Context: an optimization exercise on an open-source flow, tuned for small area, a short achievable clock period and few clock cycles per item. The choices shown serve that exercise and are no tape-out recipe.
Where RTL was checked, it was by simulation tests only, not by an equivalence proof against the original.
The RTL of run 1 was laid out without a check of its function.

==> flow/design.v (outline; a module is shown in full before it is edited, if it fits) <==
// module knn_sqrt_pipeline: 59 lines
// module knn_distance: 1566 lines
// module k_nn: 143 lines
module k_nn #(
    parameter NUMBER_ELEMENTS = 6,
    parameter DATA_WIDTH = 32,
    parameter CLASS_WIDTH = 8
)(
    input  wire                     clk,
    input  wire                     rst,  
    output reg                      m_axis_tvalid,
    input  wire                     m_axis_tready,
    output wire [DATA_WIDTH-1:0]    m_axis_tdata,
    output reg                      m_axis_tlast,
    input  wire                     s_axis_tvalid,
    output wire                     s_axis_tready,
    input  wire [DATA_WIDTH-1:0]    s_axis_tdata,
    input  wire                     s_axis_tlast,
    output wire [DATA_WIDTH-1:0]    distance_result
);
  // ...
==> flow/flow/run.sh <==
#!/bin/bash
# Standard ORFS layout (the standard.sh, unchanged synthesis), with the
# resizer's setup repair aimed below the 9 ns clock: repair_timing keeps
# working until setup slack reaches SETUP_SLACK_MARGIN.
set -euo pipefail
bash standard.sh SETUP_SLACK_MARGIN=${MARGIN:-5.9} finish > standard.log 2>&1
==> flow/standard.sh <==
#!/bin/bash
# synth_recipe.tcl (not shown) runs the flow's synth.tcl, then flattens the netlist and writes it again
# the make line also repeats each setting of config.mk as NAME=value (left out here)
make -C /OpenROAD-flow-scripts/flow DESIGN_CONFIG=/design/flow/config.mk WORK_HOME=/design/flow/orfs CLKGATE_MAP_FILE= SYNTH_SCRIPT=/design/flow/synth_recipe.tcl "${@:-finish}"
==> flow/config.mk <==
export PLATFORM = sky130hd
export DESIGN_NAME = k_nn
export DESIGN_NICKNAME = k_nn
export VERILOG_FILES = /design/flow/design.v
export SDC_FILE = /design/flow/constraint.sdc
export NUM_CORES = 4
export LEC_CHECK = 0
export ABC_CLOCK_PERIOD_IN_PS = 1900
export CAP_MARGIN = 20
export CORE_MARGIN = 2
export CORE_UTILIZATION = 40
export SLEW_MARGIN = 20
==> flow/constraint.sdc <==
create_clock -name core_clock -period 9.0 [get_ports {clk}]
set_input_delay 1.8000 -clock core_clock [delete_from_list [all_inputs] [get_ports {clk}]]
set_output_delay 1.8000 -clock core_clock [all_outputs]
set_load 0.01 [all_outputs]
==> flow_metrics.py, run 1 <==
metrics = {
    "timing": {
        "setup_tns_ns": 0,
        "fin_skew_ns": 0.03396,
        "slew_headroom_pct": 37.93,
    },
    "synth": {
        "yosysMostFrequentCell": "edfxtp_1",
        "synth_compound_area_share_pct": 9.385,
        "synth_xor_area_share_pct": 2.955,
        "seq_area_frac_synth_pct": 52.09,
        "synth_top_family_by_area": "adder cells",
        "synthesis.area_mm2": 0.04594,
        "synth_cells": 3755,
        "yosys.area_share.simple_pct": 9.322,
        "ys_top_cells_by_area": "edfxtp_1 51%, fa_1 8.6%, ha_1 7.5%",
    },
    "outcome": {
        "status": "complete, no violations",
    },
    "critical_path": {
        "crit_start": "dist_calc.t4[12]$_DFFE_PN_",
        "r2r_slack_ns": 5.36,
        "crit_buf_inv": 3,
        "cp_slowest_stage_delay_ns": 0.54,
        "crit_type": "reg -> reg",
        "path_max_fanout": 2,
        "reg2reg_depth": 13,
        "rr_startpoint": "dist_calc.t4[12]$_DFFE_PN_",
    },
    "min_path": {
        "min_path_type": "reg -> reg",
        "hold_end": "sqrt_calc.step[6].reg_s.sr[14]$_DFFE_PN_",
    },
    "global_routing": {
        "grt_use_met1_pct": 18.37,
        "grt_usage_pct": 15.12,
        "antenna_found_initial": 0,
    },
    "final_layout": {
        "nets": 4497,
        "final_util_pct": 46.86,
        "multi_input_area_share_pct": 38.59,
        "n_antenna_cell": 0,
        "final_common_cell": "edfxtp_1",
        "multiInputGateArea_mm2": 0.02065,
    },
    "placement": {
        "numPortBuffers": 73,
    },
    "drt": {
        "wl_met1_mm": 37.80,
        "ant_nets": 0,
        "via_per_inst": 4.954,
        "drt-pass1-iter-count": 5,
        "drt_iter0_markers": 1543,
    },
    "floorplanning": {
        "start_util_pct": 40.23,
        "core-area_mm2": 0.1142,
        "io_pins": 104,
    },
    "clock_tree": {
        "cts_buffers": 89,
    },
}
==> module knn_sqrt_pipeline, before the edit <==
module knn_sqrt_pipeline #(
    parameter [16:0] CUT = 17'b11111111111110100
)(
    input  wire        clk,
    input  wire        rst,       
    input  wire        en,        
    input  wire        vin,
    input  wire [32:0] data_in,
    output wire        vout,
    output wire [16:0] data_out
);
    wire [35:0] rem_w [0:17];
    wire [35:0] quo_w [0:17];
    wire [35:0] rad_w [0:17];
    wire        v_w   [0:17];
    assign rem_w[0] = 36'd0;
    assign quo_w[0] = 36'd0;
    assign rad_w[0] = {3'b000, data_in};
    assign v_w[0]   = vin;
    genvar j;
    generate
        for (j = 0; j < 17; j = j + 1) begin : step
            wire [j+2:0] r2 = {rem_w[j][j:0], rad_w[j][33-2*j:32-2*j]};
            wire [j+2:0] d  = {quo_w[j][j:0], 2'b01};
            wire [j+3:0] t  = {1'b0, r2} - {1'b0, d};
            wire         ok = !t[j+3];
            wire [j+1:0] rn = ok ? t[j+1:0] : r2[j+1:0];
            wire [j:0]   qn = {quo_w[j][j:0], ok};
            if (CUT[j]) begin : reg_s
                reg [j+1:0]      rr;
                reg [j:0]        qr;
                reg [35:0]       sr;
                reg              vr;
                always @(posedge clk) begin
                    if (!rst) vr <= 1'b0;
                    else if (en) vr <= v_w[j];
                end
                always @(posedge clk) begin
                    if (en) begin
                        rr <= rn;
                        qr <= qn;
                        sr <= rad_w[j];
                    end
                end
                assign rem_w[j+1] = rr;
                assign quo_w[j+1] = qr;
                assign rad_w[j+1] = sr;
                assign v_w[j+1]   = vr;
            end else begin : wire_s
                assign rem_w[j+1] = rn;
                assign quo_w[j+1] = qn;
                assign rad_w[j+1] = rad_w[j];
                assign v_w[j+1]   = v_w[j];
            end
        end
    endgenerate
    assign data_out = quo_w[17][16:0];
    assign vout     = v_w[17];
endmodule
==> module k_nn, before the edit <==
module k_nn #(
    parameter NUMBER_ELEMENTS = 6,
    parameter DATA_WIDTH = 32,
    parameter CLASS_WIDTH = 8
)(
    input  wire                     clk,
    input  wire                     rst,  
    output reg                      m_axis_tvalid,
    input  wire                     m_axis_tready,
    output wire [DATA_WIDTH-1:0]    m_axis_tdata,
    output reg                      m_axis_tlast,
    input  wire                     s_axis_tvalid,
    output wire                     s_axis_tready,
    input  wire [DATA_WIDTH-1:0]    s_axis_tdata,
    input  wire                     s_axis_tlast,
    output wire [DATA_WIDTH-1:0]    distance_result
);
    reg         sk_v;
    wire        en = !sk_v;
    wire        p_v;
    wire [16:0] p_d;
    reg  [5:0]  ko;           
    reg  [16:0] m_d, sk_d;
    reg         sk_l;
    wire        take     = en && p_v;
    wire        out_free = !m_axis_tvalid || m_axis_tready;
    wire        sk_v_n   = out_free ? 1'b0 : (sk_v || take);
    always @(posedge clk) begin
        if (!rst) begin
            m_axis_tvalid <= 1'b0;
            sk_v          <= 1'b0;
        end else begin
            if (out_free)
                m_axis_tvalid <= sk_v || take;
            sk_v <= sk_v_n;
        end
    end
    always @(posedge clk) begin
        if (take && !out_free) begin
            sk_d <= p_d;
            sk_l <= ko[5];
        end
        if (out_free) begin
            if (sk_v) begin
                m_d          <= sk_d;
                m_axis_tlast <= sk_l;
            end else if (take) begin
                m_d          <= p_d;
                m_axis_tlast <= ko[5];
            end
        end
    end
    assign m_axis_tdata = {{(DATA_WIDTH-17){1'b0}}, m_d};
    reg         busy;
    reg  [5:0]  kx;
    reg  [15:0] qx, qy;
    reg         s_rdy;
    wire        accept = s_axis_tvalid && s_rdy;
    reg         busy_n;
    reg  [5:0]  kx_n;
    always @(*) begin
        busy_n = busy;
        kx_n   = kx;
        if (accept) begin
            busy_n = 1'b1;
            kx_n   = 6'b000001;
        end else if (en && busy) begin
            if (kx[5])
                busy_n = 1'b0;
            else
                kx_n = {kx[4:0], 1'b0};
        end
    end
    always @(posedge clk) begin
        if (!rst) begin
            busy  <= 1'b0;
            kx    <= 6'b000001;
            s_rdy <= 1'b0;
        end else begin
            busy  <= busy_n;
            kx    <= kx_n;
            s_rdy <= !sk_v_n && (!busy_n || kx_n[5]);
        end
    end
    assign s_axis_tready = s_rdy;
    always @(posedge clk) begin
        if (s_rdy) begin
            qx <= s_axis_tdata[15:0];
            qy <= s_axis_tdata[31:16];
        end
    end
    wire        sq_v;
    wire [32:0] sum_sq;
    knn_distance dist_calc (
        .clk(clk), .rst(rst), .en(en),
        .vin(busy), .k(kx), .qx(qx), .qy(qy),
        .vout(sq_v), .sum_sq(sum_sq)
    );
    knn_sqrt_pipeline sqrt_calc (
        .clk(clk), .rst(rst), .en(en),
        .vin(sq_v), .data_in(sum_sq),
        .vout(p_v), .data_out(p_d)
    );
    reg  [16:0] nd, sd;
    reg  [1:0]  cnt;
    reg  [16:0] res_d;
    reg         res_c;
    wire        lt_n = p_d < nd;
    wire        lt_s = p_d < sd;
    always @(posedge clk) begin
        if (!rst)
            ko <= 6'b000001;
        else if (take)
            ko <= {ko[4:0], ko[5]};
    end
    always @(posedge clk) begin
        if (take) begin
            if (ko[0]) begin
                nd  <= p_d;
                sd  <= 17'h1ffff;
                cnt <= 2'd0;
            end else if (ko[1] || ko[2]) begin
                if (lt_n) begin
                    nd <= p_d;
                    sd <= nd;
                end else if (lt_s) begin
                    sd <= p_d;
                end
            end else begin
                if (lt_n)
                    nd <= p_d;
                if (lt_s)
                    cnt <= cnt + 2'd1;
            end
            if (ko[5]) begin
                res_d <= lt_n ? p_d : nd;
                res_c <= cnt[1] || (cnt[0] && lt_s);
            end
        end
    end
    assign distance_result = {{(CLASS_WIDTH-1){1'b0}}, res_c,
                              {(DATA_WIDTH-CLASS_WIDTH-17){1'b0}}, res_d};
endmodule
==> inputs of run 2 (changes only) <==
--- a/flow/design.v
+++ b/flow/design.v
@@ -1,14 +1,14 @@
 module knn_sqrt_pipeline #(
-    parameter [16:0] CUT = 17'b11111111111110100
+    parameter [16:0] CUT = 17'b11111111111110101
 )(
     input  wire        clk,
     input  wire        rst,       
-    input  wire        en,        
+    input  wire        flush,     
     input  wire        vin,
     input  wire [32:0] data_in,
     output wire        vout,
     output wire [16:0] data_out
 );
     wire [35:0] rem_w [0:17];
     wire [35:0] quo_w [0:17];
     wire [35:0] rad_w [0:17];
@@ -28,24 +28,22 @@
             wire [j:0]   qn = {quo_w[j][j:0], ok};
             if (CUT[j]) begin : reg_s
                 reg [j+1:0]      rr;
                 reg [j:0]        qr;
                 reg [35:0]       sr;
                 reg              vr;
                 always @(posedge clk) begin
                     if (!rst) vr <= 1'b0;
-                    else if (en) vr <= v_w[j];
+                    else vr <= v_w[j] & !flush;
                 end
                 always @(posedge clk) begin
-                    if (en) begin
-                        rr <= rn;
-                        qr <= qn;
-                        sr <= rad_w[j];
-                    end
+                    rr <= rn;
+                    qr <= qn;
+                    sr <= rad_w[j];
                 end
                 assign rem_w[j+1] = rr;
                 assign quo_w[j+1] = qr;
                 assign rad_w[j+1] = sr;
                 assign v_w[j+1]   = vr;
             end else begin : wire_s
                 assign rem_w[j+1] = rn;
                 assign quo_w[j+1] = qn;
@@ -55,17 +53,17 @@
         end
     endgenerate
     assign data_out = quo_w[17][16:0];
     assign vout     = v_w[17];
 endmodule
 module knn_distance (
     input  wire        clk,
     input  wire        rst,       
-    input  wire        en,        
+    input  wire        flush,     
     input  wire        vin,
     input  wire [5:0]  k,         
     input  wire [15:0] qx,
     input  wire [15:0] qy,
     output wire        vout,
     output wire [32:0] sum_sq
 );
     wire [15:0] rx =
@@ -85,33 +83,43 @@
     wire [16:0] dx = {1'b0, qx} - {1'b0, rx};
     wire [16:0] dy = {1'b0, qy} - {1'b0, ry};
     wire [15:0] nx = rx - qx;
     wire [15:0] ny = ry - qy;
     reg        v1;
     reg [15:0] ax, ay;
     always @(posedge clk) begin
         if (!rst) v1 <= 1'b0;
-        else if (en) v1 <= vin;
+        else v1 <= vin & !flush;
     end
     always @(posedge clk) begin
-        if (en) begin
+        begin
             ax <= dx[16] ? nx : dx[15:0];
             ay <= dy[16] ? ny : dy[15:0];
         end
     end
     wire [115:0] t4_d;
     reg  [115:0] t4;
     reg        t4_v;
     always @(posedge clk) begin
         if (!rst) t4_v <= 1'b0;
-        else if (en) t4_v <= v1;
+        else t4_v <= v1 & !flush;
     end
     always @(posedge clk) begin
-        if (en) t4 <= t4_d;
+        t4 <= t4_d;
+    end
+    wire [61:0] t6_d;
+    reg  [61:0] t6;
+    reg        t6_v;
+    always @(posedge clk) begin
+        if (!rst) t6_v <= 1'b0;
+        else t6_v <= t4_v & !flush;
+    end
+    always @(posedge clk) begin
+        t6 <= t6_d;
     end
     wire p1;
     wire p2;
     wire p3;
     wire p4;
     wire p5;
     wire p6;
     wire p7;
@@ -1603,148 +1611,215 @@
     assign s685 = t4[103] ^ s627 ^ c626;
     assign c686 = (t4[103] & s627) | (t4[103] & c626) | (s627 & c626);
     assign s687 = t4[107] ^ s629 ^ c628;
     assign c688 = (t4[107] & s629) | (t4[107] & c628) | (s629 & c628);
     assign s689 = t4[111] ^ s631 ^ c630;
     assign c690 = (t4[111] & s631) | (t4[111] & c630) | (s631 & c630);
     assign s691 = t4[115] ^ s633 ^ c632;
     assign c692 = (t4[115] & s633) | (t4[115] & c632) | (s633 & c632);
-    wire [32:0] row_a = {1'b0, c634, s691, s689, s687, s685, s683, s681, s679, s677, s675, s673, s671, s669, s667, s665, s663, s661, s659, s657, s655, s653, s651, s649, s647, s645, s643, s641, s639, s637, s579, 1'b0, t4[0]};
-    wire [32:0] row_b = {1'b0, c692, c690, c688, c686, c684, c682, c680, c678, c676, c674, c672, c670, c668, c666, c664, c662, c660, c658, c656, c654, c652, c650, c648, c646, c644, c642, c640, c638, c636, s635, 1'b0, t4[1]};
+    assign t6_d[0] = t4[0];
+    assign t6_d[1] = t4[1];
+    assign t6_d[2] = s579;
+    assign t6_d[3] = s635;
+    assign t6_d[4] = s637;
+    assign t6_d[5] = c636;
+    assign t6_d[6] = s639;
+    assign t6_d[7] = c638;
+    assign t6_d[8] = s641;
+    assign t6_d[9] = c640;
+    assign t6_d[10] = s643;
+    assign t6_d[11] = c642;
+    assign t6_d[12] = s645;
+    assign t6_d[13] = c644;
+    assign t6_d[14] = s647;
+    assign t6_d[15] = c646;
+    assign t6_d[16] = s649;
+    assign t6_d[17] = c648;
+    assign t6_d[18] = s651;
+    assign t6_d[19] = c650;
+    assign t6_d[20] = s653;
+    assign t6_d[21] = c652;
+    assign t6_d[22] = s655;
+    assign t6_d[23] = c654;
+    assign t6_d[24] = s657;
+    assign t6_d[25] = c656;
+    assign t6_d[26] = s659;
+    assign t6_d[27] = c658;
+    assign t6_d[28] = s661;
+    assign t6_d[29] = c660;
+    assign t6_d[30] = s663;
+    assign t6_d[31] = c662;
+    assign t6_d[32] = s665;
+    assign t6_d[33] = c664;
+    assign t6_d[34] = s667;
+    assign t6_d[35] = c666;
+    assign t6_d[36] = s669;
+    assign t6_d[37] = c668;
+    assign t6_d[38] = s671;
+    assign t6_d[39] = c670;
+    assign t6_d[40] = s673;
+    assign t6_d[41] = c672;
+    assign t6_d[42] = s675;
+    assign t6_d[43] = c674;
+    assign t6_d[44] = s677;
+    assign t6_d[45] = c676;
+    assign t6_d[46] = s679;
+    assign t6_d[47] = c678;
+    assign t6_d[48] = s681;
+    assign t6_d[49] = c680;
+    assign t6_d[50] = s683;
+    assign t6_d[51] = c682;
+    assign t6_d[52] = s685;
+    assign t6_d[53] = c684;
+    assign t6_d[54] = s687;
+    assign t6_d[55] = c686;
+    assign t6_d[56] = s689;
+    assign t6_d[57] = c688;
+    assign t6_d[58] = s691;
+    assign t6_d[59] = c690;
+    assign t6_d[60] = c634;
+    assign t6_d[61] = c692;
+    wire [32:0] row_a = {1'b0, t6[60], t6[58], t6[56], t6[54], t6[52], t6[50], t6[48], t6[46], t6[44], t6[42], t6[40], t6[38], t6[36], t6[34], t6[32], t6[30], t6[28], t6[26], t6[24], t6[22], t6[20], t6[18], t6[16], t6[14], t6[12], t6[10], t6[8], t6[6], t6[4], t6[2], 1'b0, t6[0]};
+    wire [32:0] row_b = {1'b0, t6[61], t6[59], t6[57], t6[55], t6[53], t6[51], t6[49], t6[47], t6[45], t6[43], t6[41], t6[39], t6[37], t6[35], t6[33], t6[31], t6[29], t6[27], t6[25], t6[23], t6[21], t6[19], t6[17], t6[15], t6[13], t6[11], t6[9], t6[7], t6[5], t6[3], 1'b0, t6[1]};
     wire [32:0] sum = row_a + row_b;
-    reg  [32:0] sum_r;
-    reg         sum_v;
-    always @(posedge clk) begin
-        if (!rst) sum_v <= 1'b0;
-        else if (en) sum_v <= t4_v;
-    end
-    always @(posedge clk) begin
-        if (en) sum_r <= sum;
-    end
-    assign sum_sq = sum_r;
-    assign vout = sum_v;
+    assign sum_sq = sum;
+    assign vout = t6_v;
 endmodule
 module k_nn #(
     parameter NUMBER_ELEMENTS = 6,
     parameter DATA_WIDTH = 32,
-    parameter CLASS_WIDTH = 8
+    parameter CLASS_WIDTH = 8,
+    parameter NS = 5
 )(
     input  wire                     clk,
     input  wire                     rst,  
     output reg                      m_axis_tvalid,
     input  wire                     m_axis_tready,
     output wire [DATA_WIDTH-1:0]    m_axis_tdata,
     output reg                      m_axis_tlast,
     input  wire                     s_axis_tvalid,
     output wire                     s_axis_tready,
     input  wire [DATA_WIDTH-1:0]    s_axis_tdata,
     input  wire                     s_axis_tlast,
     output wire [DATA_WIDTH-1:0]    distance_result
 );
-    reg         sk_v;
-    wire        en = !sk_v;
+    function [2:0] inc (input [2:0] p);
+        inc = (p == NS-1) ? 3'd0 : p + 3'd1;
+    endfunction
     wire        p_v;
     wire [16:0] p_d;
+    reg  [16:0] m_d;
     reg  [5:0]  ko;           
-    reg  [16:0] m_d, sk_d;
-    reg         sk_l;
-    wire        take     = en && p_v;
     wire        out_free = !m_axis_tvalid || m_axis_tready;
-    wire        sk_v_n   = out_free ? 1'b0 : (sk_v || take);
+    wire        commit   = p_v && out_free;
+    wire        flush    = p_v && !out_free;
     always @(posedge clk) begin
-        if (!rst) begin
+        if (!rst)
             m_axis_tvalid <= 1'b0;
-            sk_v          <= 1'b0;
-        end else begin
-            if (out_free)
-                m_axis_tvalid <= sk_v || take;
-            sk_v <= sk_v_n;
-        end
+        else if (out_free)
+            m_axis_tvalid <= p_v;
     end
     always @(posedge clk) begin
-        if (take && !out_free) begin
-            sk_d <= p_d;
-            sk_l <= ko[5];
-        end
-        if (out_free) begin
-            if (sk_v) begin
-                m_d          <= sk_d;
-                m_axis_tlast <= sk_l;
-            end else if (take) begin
-                m_d          <= p_d;
-                m_axis_tlast <= ko[5];
-            end
+        if (commit) begin
+            m_d          <= p_d;
+            m_axis_tlast <= ko[5];
         end
     end
     assign m_axis_tdata = {{(DATA_WIDTH-17){1'b0}}, m_d};
-    reg         busy;
-    reg  [5:0]  kx;
-    reg  [15:0] qx, qy;
+    reg  [31:0] slot [0:NS-1];
+    reg  [2:0]  wr, com, iss, ia, used;
+    reg  [5:0]  ik;
     reg         s_rdy;
-    wire        accept = s_axis_tvalid && s_rdy;
-    reg         busy_n;
-    reg  [5:0]  kx_n;
+    reg  [31:0] cur;          
+    wire        accept   = s_axis_tvalid && s_rdy;
+    wire        can_iss  = ia < used;
+    wire        issue    = can_iss && !flush;
+    wire        q_done   = commit && ko[5];
+    reg  [2:0]  iss_n, ia_n, used_n;
+    wire [2:0]  iss_nf = (can_iss && ik[5]) ? inc(iss) : iss;
+    reg  [5:0]  ik_n;
     always @(*) begin
-        busy_n = busy;
-        kx_n   = kx;
-        if (accept) begin
-            busy_n = 1'b1;
-            kx_n   = 6'b000001;
-        end else if (en && busy) begin
-            if (kx[5])
-                busy_n = 1'b0;
-            else
-                kx_n = {kx[4:0], 1'b0};
+        iss_n  = iss;
+        ia_n   = ia;
+        ik_n   = ik;
+        if (flush) begin
+            iss_n = com;
+            ia_n  = 3'd0;
+            ik_n  = ko;
+        end else begin
+            if (issue) begin
+                if (ik[5]) begin
+                    iss_n = inc(iss);
+                    ia_n  = ia + 3'd1;
+                    ik_n  = 6'b000001;
+                end else begin
+                    ik_n  = {ik[4:0], 1'b0};
+                end
+            end
+            if (q_done)
+                ia_n = ia_n - 3'd1;
         end
+        used_n = used + {2'b00, accept} - {2'b00, q_done};
     end
     always @(posedge clk) begin
         if (!rst) begin
-            busy  <= 1'b0;
-            kx    <= 6'b000001;
+            wr    <= 3'd0;
+            com   <= 3'd0;
+            iss   <= 3'd0;
+            ia    <= 3'd0;
+            used  <= 3'd0;
+            ik    <= 6'b000001;
+            ko    <= 6'b000001;
             s_rdy <= 1'b0;
         end else begin
-            busy  <= busy_n;
-            kx    <= kx_n;
-            s_rdy <= !sk_v_n && (!busy_n || kx_n[5]);
+            if (accept)
+                wr <= inc(wr);
+            if (q_done)
+                com <= inc(com);
+            if (commit)
+                ko <= {ko[4:0], ko[5]};
+            iss   <= iss_n;
+            ia    <= ia_n;
+            ik    <= ik_n;
+            used  <= used_n;
+            s_rdy <= q_done || (accept ? (used < NS-1) : (used < NS));
         end
     end
     assign s_axis_tready = s_rdy;
+    integer i;
     always @(posedge clk) begin
-        if (s_rdy) begin
-            qx <= s_axis_tdata[15:0];
-            qy <= s_axis_tdata[31:16];
-        end
+        for (i = 0; i < NS; i = i + 1)
+            if (s_rdy && wr == i)
+                slot[i] <= s_axis_tdata;
+        if (flush)
+            cur <= slot[com];
+        else if (s_rdy && iss_nf == wr)
+            cur <= s_axis_tdata;
+        else
+            cur <= slot[iss_nf];
     end
     wire        sq_v;
     wire [32:0] sum_sq;
     knn_distance dist_calc (
-        .clk(clk), .rst(rst), .en(en),
-        .vin(busy), .k(kx), .qx(qx), .qy(qy),
+        .clk(clk), .rst(rst), .flush(flush),
+        .vin(issue), .k(ik), .qx(cur[15:0]), .qy(cur[31:16]),
         .vout(sq_v), .sum_sq(sum_sq)
     );
     knn_sqrt_pipeline sqrt_calc (
-        .clk(clk), .rst(rst), .en(en),
+        .clk(clk), .rst(rst), .flush(flush),
         .vin(sq_v), .data_in(sum_sq),
         .vout(p_v), .data_out(p_d)
     );
     reg  [16:0] nd, sd;
     reg  [1:0]  cnt;
-    reg  [16:0] res_d;
-    reg         res_c;
     wire        lt_n = p_d < nd;
     wire        lt_s = p_d < sd;
     always @(posedge clk) begin
-        if (!rst)
-            ko <= 6'b000001;
-        else if (take)
-            ko <= {ko[4:0], ko[5]};
-    end
-    always @(posedge clk) begin
-        if (take) begin
+        if (commit) begin
             if (ko[0]) begin
                 nd  <= p_d;
                 sd  <= 17'h1ffff;
                 cnt <= 2'd0;
             end else if (ko[1] || ko[2]) begin
                 if (lt_n) begin
                     nd <= p_d;
                     sd <= nd;
@@ -1752,17 +1827,13 @@
                     sd <= p_d;
                 end
             end else begin
                 if (lt_n)
                     nd <= p_d;
                 if (lt_s)
                     cnt <= cnt + 2'd1;
             end
-            if (ko[5]) begin
-                res_d <= lt_n ? p_d : nd;
-                res_c <= cnt[1] || (cnt[0] && lt_s);
-            end
         end
     end
-    assign distance_result = {{(CLASS_WIDTH-1){1'b0}}, res_c,
-                              {(DATA_WIDTH-CLASS_WIDTH-17){1'b0}}, res_d};
+    assign distance_result = {{(CLASS_WIDTH-1){1'b0}}, cnt[1],
+                              {(DATA_WIDTH-CLASS_WIDTH-17){1'b0}}, nd};
 endmodule
--- a/flow/config.mk
+++ b/flow/config.mk
@@ -4,9 +4,11 @@
 export VERILOG_FILES = /design/flow/design.v
 export SDC_FILE = /design/flow/constraint.sdc
 export NUM_CORES = 4
 export LEC_CHECK = 0
 export ABC_CLOCK_PERIOD_IN_PS = 1900
 export CAP_MARGIN = 20
 export CORE_MARGIN = 2
 export CORE_UTILIZATION = 40
+export CTS_CLUSTER_DIAMETER = 120
+export CTS_CLUSTER_SIZE = 26
 export SLEW_MARGIN = 20
==> run 2 against run 1 <==
Still clean on timing, DRC and antenna. Utilization is 2.6 points lower. Register-to-register slack improved by 0.59 ns. Count of clock-buffer cells in the layout shrank 55. Non-clock buffer count decreased by 54. Worst setup slack improved by 0.56 ns. Critical path depth decreased by 12. Synthesized cell count rose by 9.8%. Critical endpoint is now distance_result[16].
==> flow_metrics.py, run 2 <==
metrics = {
    "placement": {
        "gp_congestion": 0.8319,
        "dp_cells": 5602,
        "numPortBuffers": 73,
        "place_ws_ns": 4.238,
        "detailed_place_hpwl_mm": 65.29,
    },
    "timing": {
        "min_period_ns": 3.081,
        "post-route-period-util_pct": 34.23,
        "setup_violations": 0,
        "slew_violations": 0,
        "finalWorstSetupSlack_ns": 5.920,
        "rsz0062_at_grt": "true",
        "finalHoldViolCount": 0,
        "worst_slew_pin_slew_ns": 1.081,
        "setup_tns_ns": 0,
        "max_freq_mhz": 324.6,
        "slew_headroom_pct": 27.83,
        "holdWs_ns": 0.3074,
        "fin_skew_ns": 0.05262,
    },
    "global_routing": {
        "grt_most_used_layer": "met2",
        "grt_max_degree": 71,
        "grt_use_met1_pct": 21.82,
        "grt_pass1_wl_mm": 154.6,
        "grt_usage_pct": 16.64,
        "grt_pass1_vias": 28656,
        "overflow": 0,
        "antenna_found_initial": 0,
        "grt_use_met2_pct": 28.58,
        "use_met3_pct": 2.683,
    },
    "outcome": {
        "status": "complete, no violations",
    },
    "clock_tree": {
        "cts-htree-levels": 2,
        "cts_tree": "done",
        "clk_pin_slew_worst_paths_ns": 0.11,
        "root_buffer": "clkbuf_16",
        "clock_path_buffers": 3,
        "clk_latency_ns": 0.66,
        "cts_buffers": 45,
        "cts_num_sinks": 1009,
    },
    "min_path": {
        "hold_end": "sqrt_calc.step[2].reg_s.sr[23]$_DFF_P_",
        "min_from": "sqrt_calc.step[0].reg_s.sr[23]$_DFF_P_",
        "min_path_type": "reg -> reg",
        "hold_path_depth": 0,
    },
    "floorplanning": {
        "io_pins": 104,
        "die_y_um": 339.4,
        "die_area_mm2": 0.1152,
        "start_util_pct": 40.15,
        "die_x_um": 339.4,
        "core-area_mm2": 0.1120,
        "rows": 123,
    },
    "final_layout": {
        "multiInputGateArea_mm2": 0.02088,
        "top_register": "sqrt_calc.step.reg_s.sr",
        "reg_top3": "sqrt_calc.step.reg_s.sr (216), slot (160), sqrt_calc.step.reg_s.qr (147)",
        "drive_gt1_share_pct": 9.382,
        "area_delta_synth_final_pct": 10.32,
        "final_common_cell": "dfxtp_1",
        "final_util_pct": 44.30,
        "n_antenna_cell": 0,
        "layout_common_cells": "775 x dfxtp_1, 429 x inv_1, 287 x ha_1",
        "fin_cells": 5742,
        "fillers": 10519,
        "largest_register_ffs": 216,
        "nets": 4754,
        "regArea_mm2": 0.02240,
    },
    "drt": {
        "drc": 0,
        "ant_nets": 0,
        "routed_wl_mm": 97.78,
        "drt-pass1-iter-count": 6,
        "drt_iter0_markers": 2034,
        "via_per_inst": 5.040,
        "routedWlPerCell_um": 17.03,
        "via_count": 28939,
    },
    "synth": {
        "synth_seq_cells": 1009,
        "synthTopCellsByCount": "795 x dfxtp_1, 440 x inv_1, 294 x ha_1",
        "synth_xor_area_share_pct": 3.407,
        "synth_top_area_cell": "dfxtp_1",
        "synth_top_family_by_area": "adder cells",
        "yosys.area_share.simple_pct": 10.30,
        "synth_mux_area_share_pct": 2.447,
        "seq_area_frac_synth_pct": 49.66,
        "ys_top_cells_by_area": "dfxtp_1 35%, edfxtp_1 14%, fa_1 8.8%",
        "synth_cells": 4123,
        "ys.flop_type": "dfxtp_1",
        "ys_warn_count": 4,
        "synth_compound_area_share_pct": 11.83,
        "synth_edf_count": 214,
        "synth-adder-area-share_pct": 16.99,
        "yosysMostFrequentCell": "dfxtp_1",
        "avgSynthCellArea_um2": 10.91,
        "synthesis.area_mm2": 0.04499,
        "yosysUniqueCellTypes": 94,
        "synth_top_area_share_pct": 35.38,
        "synth-async-reset-ratio_pct": 0,
    },
    "critical_path": {
        "crit_chain": "buf_6",
        "start_kind": "register",
        "cp.arrival_ns": 1.28,
        "crit_buf_inv": 1,
        "reg2reg_to": "dist_calc.ax[11]$_DFF_P_",
        "reg2reg_depth": 11,
        "critical_path.endpoint_type": "output pin",
        "r2r_slack_ns": 5.95,
        "worst_path_max_delay_cell": "edfxtp_1",
        "path_max_fanout": 2,
        "worstPathRequired_ns": 7.20,
        "crit_type": "reg -> out",
        "crit_family": "flip-flops",
        "rr_startpoint": "ik[0]$_SDFFE_PN1P_",
        "cp_slowest_stage_delay_ns": 0.47,
    },
    "run": {
        "cap_violations": 0,
    },
}
## run 2: cell types whose count changed after synthesis, sizes merged, moves of 28 or more
cell and change:
edfxtp -561, nand2 +84, dfxtp +762, mux2 -43
nor2 +70, a211oi +36, a31oi +31, mux2i -35
o22ai +28, a21oi +63, a22oi +63, nand2b -32
inv -122
## run 2: layer usage
metal  wire length, um  vias to the layer above
met5                 0                        -
met4              2009                        0
met3              5829                      135
met2             46840                      736
met1             43110                    13971
li1                  -                    14097
## run 2: logic make-up after synthesis
logic type,count (synthesis)
xor+xnor,175
buf+inv,599
mux,99
flops,1009
compound gates,812
fa+ha+maj,492
simple gates,936
other cells,1
## run 2: how the worst max path moves through the flow
stage	from	end	slack, ns	cells after the start
after floorplan	m_axis_tready	used[1]$_SDFF_PN0_	5.52	12
after global placement	used[1]$_SDFF_PN0_	cur[9]$_DFF_P_	4.28	10
after detailed placement	used[1]$_SDFF_PN0_	cur[1]$_DFF_P_	4.24	10
after CTS	used[1]$_SDFF_PN0_	cur[1]$_DFF_P_	5.86	10
after global routing	ik[0]$_SDFFE_PN1P_	dist_calc.ax[11]$_DFF_P_	5.85	11
final	nd[16]$_DFFE_PP_	distance_result[16]	5.92	1
## run 2: through the flow
step | area [um^2]
6_report | 49630
5_1_grt | 49630
4_1_cts | 49130
3_5_place_dp | 47330
3_3_place_gp | 47330
2_1_floorplan | 45190
## run 2: layout make-up
| class | count | share of cell area [%] |
|---|---|---|
| multi-input cells | 2547 | 42.08 |
| clock buffers | 59 | 2.375 |
| clock inverters | 5 | 0.1563 |
| inverters | 442 | 3.406 |
| well taps | 1500 | 3.782 |
| repair inverters | 2 | 0.02773 |
| flip-flops and latches | 1009 | 45.14 |
| repair buffers | 178 | 3.038 |
## run 2: what timing repair did
item / CTS / global route
hold buffers: 0 / 0
pin swaps: 18 / 23
buffers inserted: 40 / 29
cloned: 4 / 3
endpoints found under the setup margin: 191 / 146
gates resized for setup: 222 / 86
Testbench counts of run 2, summed over its fixed seeds: cycles 7,840, queries 1,280.

[re-timing with driven ports]
In the flow no input, the clock included, has a driving cell. The finished layouts below were timed again as built, in two steps. Step 1 (the two cells are an assumption about what drives the block):
set clk [get_ports {clk}]
set_driving_cell -lib_cell sky130_fd_sc_hd__clkbuf_16 $clk
set_driving_cell -lib_cell sky130_fd_sc_hd__buf_2 [delete_from_list [all_inputs] $clk]
Step 2, shift: input delay + t, output delay - t, t = (earliest + latest rising clock arrival at the registers) / 2. This alone moves slack from input paths to output paths. a / b / c = no drivers / after step 1 / after step 2; a / b = the first two.
run	shift t [ns]	setup slack, ns	latest minus earliest clock arrival (ns)	worst data-port slew with drivers (ns)	cell pins on the clock port's net
run 1	0.710	5.360 / 5.360 / 5.360	0.035 / 0.035	0.06	1
run 2	0.709	5.920 / 5.849 / 5.311	0.053 / 0.054	0.05	1
After both steps every run listed still meets setup and hold. The setup slack of run 2, which loses most, moves by -0.071 ns with the drivers and by -0.609 ns with both steps.
